Source: an optimization exercise on an open RTL-to-GDS flow (aim: small area and a short achievable clock period). Production flows keep margins and buffers that such runs may drop.
The RTL was checked by simulation tests, not by an equivalence proof against the original design.
Power and IR drop assume default switching activity.

==> run K: inputs <==
Design CircuitTest, start of the top module:
module CircuitTest (a,b,c,z,x,clk,rst);
input [63:0] a, b, c;
input clk,rst;
output reg [31:0] z, x;
reg [32:0] ar, yr;
reg er;
  ...
Settings: LEC_CHECK=0, ABC_AREA=1, CAP_MARGIN=20, CORE_MARGIN=2, CORE_UTILIZATION=40, CTS_BUF_LIST=sky130_fd_sc_hd__clkbuf_8, SETUP_SLACK_MARGIN=4.4, SLEW_MARGIN=20, SYNTH_HIERARCHICAL=1, TNS_END_PERCENT=100; clock period 7.5 ns.
standard.sh (not shown) runs the stock make flow with config.mk's settings and CLKGATE_MAP_FILE= SYNTH_SCRIPT=/design/flow/synth_recipe.tcl, a recipe that flattens the netlist after the stock synthesis.
==> flow/flow/run.sh <==
#!/bin/bash
# Own layout flow: the standard ORFS flow (standard.sh) with these changes:
#  - synthesis script flow/mixsynth.tcl: synth_recipe.tcl with ABC run per module,
#    the small gate modules (g_*) with ORFS's speed script and the top module with
#    ORFS's area script (ABC_AREA 1); hierarchy is flattened at the end as before;
#  - no Yosys full/half-adder extraction (ADDER_MAP_FILE empty);
#  - ABC sizes for a 2 fF load (ABC_LOAD_IN_FF), so gate modules get small cells;
#  - the port buffers that buffer_ports puts on every input and output are
#    sky130_fd_sc_hd__buf_1 instead of the default delay buffer.
# Make's full output goes to flow_make.log here; each ORFS step keeps its own log
# under orfs/logs/.
set -uo pipefail
here=$(pwd)
bash standard.sh ADDER_MAP_FILE= ABC_LOAD_IN_FF=2 \
  "SYNTH_SCRIPT=$here/flow/mixsynth.tcl" \
  "BUFFER_PORTS_ARGS=-buffer_cell sky130_fd_sc_hd__buf_1" \
  finish > flow_make.log 2>&1
==> flow/flow/mixsynth.tcl <==
# The standard flow's synthesis script (synth_recipe.tcl) with one change: ABC maps the small
# gate modules (g_*) with ORFS's speed script, which keeps XOR and MUX cells,
# and the rest of the design with ORFS's area script.
proc synth {args} { yosys synth -nofsm -noshare {*}$args }
proc abc {args} {
  set i [lsearch -exact $args -script]
  set speed [lreplace $args $i [expr {$i + 1}] -script $::env(SCRIPTS_DIR)/abc_speed.script]
  set area [lreplace $args $i [expr {$i + 1}] -script $::env(SCRIPTS_DIR)/abc_area.script]
  foreach m [split [string trim [yosys tee -q -s result.string select -list-mod =g_*]] "\n"] {
    if {$m ne ""} { yosys abc {*}$speed =$m }
  }
  yosys abc {*}$area =$::env(DESIGN_NAME)
}
source $::env(SCRIPTS_DIR)/synth.tcl
# left out here: clear keep_hierarchy, flatten, clean up, hide names made inside functions, write 1_2_yosys.v
==> run Y (differences from run K) <==
- CTS_BUF_LIST: sky130_fd_sc_hd__clkbuf_8 -> sky130_fd_sc_hd__clkbuf_4
- SETUP_SLACK_MARGIN: 4.4 -> 4.2
- TNS_END_PERCENT: 100 -> 0
==> qor summary <==
Met2 capacity usage during global routing: run K 41.5%; run Y 36.2%
Met3 global-route usage: run K 4.14%; run Y 4.16%
Area delta synth->final: run K 34.9%; run Y 17.3%
Max FO, Critical Path: run K 8; run Y 32
Met2 wire length: run K 18.0 mm; run Y 15.1 mm
Skew final: run K 11.7 ps; run Y 17.7 ps
Crit path max-delay cell type: run K o21a_2; run Y o21a_4
Initial antenna violation count: run K 8; run Y 7
Clock network power share: run K 16.1%; run Y 18.5%
Layout clock area frac: run K 2.20%; run Y 2.55%
Run status: run K complete, no violations; run Y complete, no violations
Sum of met3 wire segment lengths after detailed routing: run K 2.15 mm; run Y 1.96 mm
Data required time at the worst endpoint: run K 7720 ps; run Y 7810 ps
Register fraction of the total cell area: run K 26.1%; run Y 30.0%
Setup slack after layout: run K 4260 ps; run Y 4270 ps
Final period util: run K 43.2%; run Y 43.0%
Smallest hold slack: run K 819 ps; run Y 823 ps
Largest stage delay, worst path: run K 250 ps; run Y 270 ps
Routed wire per std cell: run K 16.0 um; run Y 14.4 um
Layout cell share with drive strength beyond 1: run K 23.8%; run Y 3.52%
Fill cell instance count of the final layout: run K 2732; run Y 2904
CP arrival: run K 3450 ps; run Y 3540 ps
Pin count of the biggest net entering global routing: run K 57; run Y 67
Layout clock buffer count: run K 17; run Y 20

-- separate check: timing with driven ports --
In the flow no input, the clock included, has a driving cell. The finished layouts below were timed again as built, in two steps. Step 1, drivers: a clkbuf_16 drives clk and a buf_2 each remaining input, both assumed. Step 2, shift: input delay + t, output delay - t, t = (earliest + latest rising clock arrival at the registers) / 2. This alone moves slack from input paths to output paths. Three values: no drivers, after step 1, after step 2; two values: the first two.
run	t, ns	setup slack, ns	hold WS [ns]	worst register clock-pin slew, ns
run K	0.497	4.261 / 4.266 / 3.768	0.819 / 0.819 / 0.819	0.08 / 0.08
run Y	0.569	4.272 / 4.284 / 3.715	0.823 / 0.823 / 0.823	0.12 / 0.12
After both steps setup and hold are still met in every run listed. The setup slack of run Y, which loses most, moves by +0.012 ns with the drivers and by -0.557 ns with both steps.
